This design comes from an exercise in tuning for small area on the open sky130 flow, not from production work. Function was checked by simulation only, so behaviour that the tests miss may differ from the original. Power is estimated from default activity; no workload was simulated.

==> flow/design.v <==
module LDST_SEQUENCER (
    input           clock,
    input           clock_enable,
    input           reset,
    output  [15:0]  instruction_bus_address,
    input   [12:0]  instruction_bus_data,
    output  [7:0]   io_bus_address,
    output  [7:0]   io_bus_data_out,
    input   [7:0]   io_bus_data_in,
    output          io_bus_out,
    output          io_bus_in
);
    wire    [11:0]  ins = instruction_bus_data[11:0];
    wire    [7:0]   d   = ins[7:0];
    wire    transfer    = ~ins[11] & ~ins[10];
    wire    load        = transfer & ~ins[8];
    wire    store       = transfer &  ins[8];
    wire    ld_bus      = load & ~ins[9];
    wire    subroutine  = ~ins[11] & ins[10];
    wire    call        = subroutine & ~ins[8];
    wire    ret         = subroutine &  ins[8];
    wire    internal    = ~|d[7:2];
    wire    sel_a       = internal & (d[1:0] == 2'd0);
    wire    sel_b       = internal & (d[1:0] == 2'd1);
    wire    sel_f       = internal & (d[1:0] == 2'd2);
    wire    sel_alu     = internal & (d[1:0] == 2'd3);
    wire    ex_store    = clock_enable & store;
    wire    ex_load     = clock_enable & load;
    reg     [7:0]   work;
    reg     [7:0]   reg_a;
    reg     [7:0]   reg_b;
    reg     [7:0]   alu_op;
    reg             flag_o, flag_c, flag_z;
    reg     [15:0]  pc;
    wire    [7:0]   op2     = alu_op[3] ? {8{alu_op[1]}} : (reg_b ^ {8{alu_op[1]}});
    wire            cin     = alu_op[1] ? ~(alu_op[0] & ~flag_c) : (alu_op[0] & flag_c);
    wire    [7:0]   g       = reg_a & op2;
    wire    [7:0]   p       = reg_a ^ op2;
    wire    [8:0]   c;
    assign  c[0] = cin;
    genvar  i;
    generate
        for (i = 0; i < 8; i = i + 2) begin : carry_chain
            wire    gg = g[i+1] | (p[i+1] & g[i]);
            wire    pp = p[i+1] & p[i];
            assign  c[i+1] = g[i] | (p[i] & c[i]);
            assign  c[i+2] = gg | (pp & c[i]);
        end
    endgenerate
    wire    [2:0]   fn      = alu_op[7:5];
    wire            sel_p   = (fn == 3'b001) | (fn == 3'b010) | (fn == 3'b100);
    wire            sel_g   = (fn == 3'b000) | (fn == 3'b001);
    wire            is_add  = (fn == 3'b100);
    wire            is_shl  = (fn == 3'b101);
    wire            is_shr  = fn[2] & fn[1];
    wire    [7:0]   logic_res = ({8{sel_p}} & p) ^ (({8{sel_g}} & g) | ({8{is_add}} & c[7:0]));
    wire    [7:0]   shl_res   = {reg_a[6:0], cin};
    wire    [7:0]   shr_res   = {cin | (alu_op[5] & reg_a[7]), reg_a[7:1]};
    wire    [7:0]   res_mux   = ({8{is_shl}} & shl_res)
                              | ({8{is_shr}} & shr_res)
                              | ({8{~(is_shl | is_shr)}} & logic_res);
    wire    [7:0]   alu_res   = res_mux ^ {8{alu_op[2]}};
    wire            c_out   = (is_add & c[8]) | (is_shl & reg_a[7]) | (is_shr & reg_a[0]) | (~alu_op[7] & flag_c);
    wire            o_out   = is_add ? (~(reg_a[7] ^ op2[7]) & (reg_a[7] ^ logic_res[7])) : flag_o;
    wire            z_out   = ~|alu_res;
    wire            ld_reg  = ex_load & ~ins[9];
    wire            w_imm   = ex_load & ins[9];
    wire            w_io    = ld_reg & ~internal;
    wire            w_a     = ld_reg & sel_a;
    wire            w_b     = ld_reg & sel_b;
    wire            w_f     = ld_reg & sel_f;
    wire            w_alu   = ld_reg & sel_alu;
    wire    [7:0]   work_next = ({8{w_imm}} & d)
                              | ({8{w_io}}  & io_bus_data_in)
                              | ({8{w_a}}   & reg_a)
                              | ({8{w_b}}   & reg_b)
                              | ({8{w_f}}   & {5'd0, flag_o, flag_c, flag_z})
                              | ({8{w_alu}} & alu_res)
                              | ({8{~ex_load}} & work);
    always @(posedge clock, posedge reset) begin
        if (reset)
            work <= 8'h00;
        else
            work <= work_next;
    end
    always @(posedge clock, posedge reset) begin
        if (reset) begin
            reg_a  <= 8'h00;
            reg_b  <= 8'h00;
            alu_op <= 8'h00;
        end else begin
            if (ex_store & sel_a)   reg_a  <= work;
            if (ex_store & sel_b)   reg_b  <= work;
            if (ex_store & sel_alu) alu_op <= work;
        end
    end
    always @(posedge clock, posedge reset) begin
        if (reset)
            {flag_o, flag_c, flag_z} <= 3'b000;
        else if (ex_store & sel_f)
            {flag_o, flag_c, flag_z} <= work[2:0];
        else if (w_alu)
            {flag_o, flag_c, flag_z} <= {o_out, c_out, z_out};
    end
    reg     [15:0]  st0, st1, st2, st3;
    wire    [3:0]   valid;
    wire            push    = clock_enable & call;
    wire            pop     = clock_enable & ret;
    wire    [15:0]  pc_inc  = pc + {15'd0, clock_enable};
    wire            hold    = ~push & ~pop;
    always @(posedge clock) begin
        st0 <= ({16{push}} & pc_inc) | ({16{pop}} & st1) | ({16{hold}} & st0);
        st1 <= ({16{push}} & st0)    | ({16{pop}} & st2) | ({16{hold}} & st1);
        st2 <= ({16{push}} & st1)    | ({16{pop}} & st3) | ({16{hold}} & st2);
        if (push)
            st3 <= st2;
    end
    reg     [2:0]   depth;
    always @(posedge clock, posedge reset) begin
        if (reset)
            depth <= 3'd0;
        else if (push & ~depth[2])
            depth <= depth + 3'd1;
        else if (pop & (depth != 3'd0))
            depth <= depth - 3'd1;
    end
    assign  valid = {depth[2], depth[2] | (depth[1] & depth[0]), depth[2] | depth[1], depth != 3'd0};
    wire    taken   = ins[11] & (~|ins[10:8] | |(ins[10:8] & {flag_o, flag_c, flag_z}));
    wire            sel_ret = clock_enable & ret & valid[0];
    wire            sel_jmp = clock_enable & (call | taken);
    wire            sel_inc = ~(clock_enable & (ret | call | taken));
    wire    [15:0]  pc_next = ({16{sel_ret}} & st0)
                            | ({16{sel_jmp}} & {work, d})
                            | ({16{sel_inc}} & pc_inc);
    always @(posedge clock, posedge reset) begin
        if (reset)
            pc <= 16'h0000;
        else
            pc <= pc_next;
    end
    assign  instruction_bus_address = pc;
    assign  io_bus_address          = d;
    assign  io_bus_data_out         = work;
    assign  io_bus_out              = store;
    assign  io_bus_in               = ld_bus;
endmodule
Settings: LEC_CHECK=0, CAP_MARGIN=10, CORE_MARGIN=2, CORE_UTILIZATION=55, GPL_TIMING_DRIVEN=0, SETUP_SLACK_MARGIN=0.1, SLEW_MARGIN=10; clock period 3.5 ns.
standard.sh (not shown) runs the stock make flow with config.mk's settings and CLKGATE_MAP_FILE= SYNTH_SCRIPT=/design/flow/synth_recipe.tcl, a recipe that flattens the netlist after the stock synthesis.
==> flow/flow/run.sh <==
#!/bin/bash
# Own layout flow: the standard ORFS flow, with an area-oriented synthesis
# (no full/half-adder extraction, an area-mapping ABC script), small port
# buffers and a clock tree without dummy loads. Each tool's output goes to a
# log of its own in this folder.
set -euo pipefail
W=$(pwd)
F=$W/flow

# Synthesis script: ORFS's synth.tcl with the ABC script swapped for ours.
sed -e "s|log_cmd abc {\*}\$abc_args|log_cmd abc -script $F/area.abc {*}[lrange \$abc_args 2 end]|" \
    "$FLOW_HOME/scripts/synth.tcl" > "$W/own_synth_body.tcl"
grep -q "area.abc" "$W/own_synth_body.tcl"
sed -e "s|\$::env(SCRIPTS_DIR)/synth.tcl|$W/own_synth_body.tcl|" synth_recipe.tcl > "$W/own_synth.tcl"
grep -q own_synth_body "$W/own_synth.tcl"

# standard.sh with our synthesis script and extra knobs.
# flow/knobs.txt: one extra make variable assignment per line.
EXTRA="ADDER_MAP_FILE="
while IFS= read -r line; do
  [[ -z "$line" || "$line" == \#* ]] && continue
  EXTRA="$EXTRA '$line'"
done < "$F/knobs.txt"
sed -e "s|SYNTH_SCRIPT=[^ ]*|SYNTH_SCRIPT=$W/own_synth.tcl $EXTRA|" standard.sh > "$W/own_standard.sh"
grep -q own_synth "$W/own_standard.sh"

bash "$W/own_standard.sh" finish > "$W/flow_make.log" 2>&1
==> flow/flow/area.abc <==
strash
&get -n
&dc2
&dch -f
&nf -R 1000
&put
topo
==> flow/flow/knobs.txt <==
BUFFER_PORTS_ARGS=-buffer_cell sky130_fd_sc_hd__buf_1
CTS_ARGS=-sink_clustering_enable -repair_clock_nets -dont_use_dummy_load -buf_list sky130_fd_sc_hd__clkbuf_4
Next try:
--- a/flow/design.v
+++ b/flow/design.v
@@ -100,34 +100,32 @@
         else if (ex_store & sel_f)
             {flag_o, flag_c, flag_z} <= work[2:0];
         else if (w_alu)
             {flag_o, flag_c, flag_z} <= {o_out, c_out, z_out};
     end
     reg     [15:0]  st0, st1, st2, st3;
-    wire    [3:0]   valid;
+    reg     [3:0]   valid;
     wire            push    = clock_enable & call;
     wire            pop     = clock_enable & ret;
     wire    [15:0]  pc_inc  = pc + {15'd0, clock_enable};
     wire            hold    = ~push & ~pop;
     always @(posedge clock) begin
         st0 <= ({16{push}} & pc_inc) | ({16{pop}} & st1) | ({16{hold}} & st0);
         st1 <= ({16{push}} & st0)    | ({16{pop}} & st2) | ({16{hold}} & st1);
         st2 <= ({16{push}} & st1)    | ({16{pop}} & st3) | ({16{hold}} & st2);
         if (push)
             st3 <= st2;
     end
-    reg     [2:0]   depth;
     always @(posedge clock, posedge reset) begin
         if (reset)
-            depth <= 3'd0;
-        else if (push & ~depth[2])
-            depth <= depth + 3'd1;
-        else if (pop & (depth != 3'd0))
-            depth <= depth - 3'd1;
+            valid <= 4'd0;
+        else if (push)
+            valid <= {valid[2:0], 1'b1};
+        else if (pop)
+            valid <= {1'b0, valid[3:1]};
     end
-    assign  valid = {depth[2], depth[2] | (depth[1] & depth[0]), depth[2] | depth[1], depth != 3'd0};
     wire    taken   = ins[11] & (~|ins[10:8] | |(ins[10:8] & {flag_o, flag_c, flag_z}));
     wire            sel_ret = clock_enable & ret & valid[0];
     wire            sel_jmp = clock_enable & (call | taken);
     wire            sel_inc = ~(clock_enable & (ret | call | taken));
     wire    [15:0]  pc_next = ({16{sel_ret}} & st0)
                             | ({16{sel_jmp}} & {work, d})
Non-clock buffer count rose by 2.
Die area rose by 0.84%.
Routed wire length fell by 3.5%.
Fmax rose by 3.4%.
Clock skew fell by 0.011 ns.
Sequential power stays flat.
Total power fell by 2.3%.
Critical path depth rose by 3.
Worst hold slack is better by 0.082 ns.
Via count fell by 1.3%.
Final area rose by 0.37%.
Final cell count rose by 0.98%.
Setup slack is better by 0.11 ns.
Global-route usage fell by 1.4 points.

[afterwards: timing with drivers on the ports]
How much do the figures lean on ideal ports? The routed layouts below were timed once more, with nothing changed but the port constraints. Step 1: set_driving_cell puts a clkbuf_16 on clock and a buf_2 on each other input, an assumption about the parent block. Step 2 also shifts input and output timing later by t, the mid clock arrival at the registers, as if the neighbouring blocks saw the same clock. Slacks: no drivers / after step 1 / after step 2; pairs: no drivers / after step 1.
run	shift t [ns]	slack for setup (ns)	clock arrival spread, ns	pins driven straight from the clock port
the first run	0.548	0.123 / 0.123 / -0.347	0.048 / 0.048	1
the second run	0.528	0.234 / 0.234 / 0.131	0.036 / 0.036	1
Met with ideal ports but missed after step 2: setup timing in the first run. For the first run, which loses most, drivers alone change the setup slack by 0.000 ns; drivers and shift together by -0.470 ns.
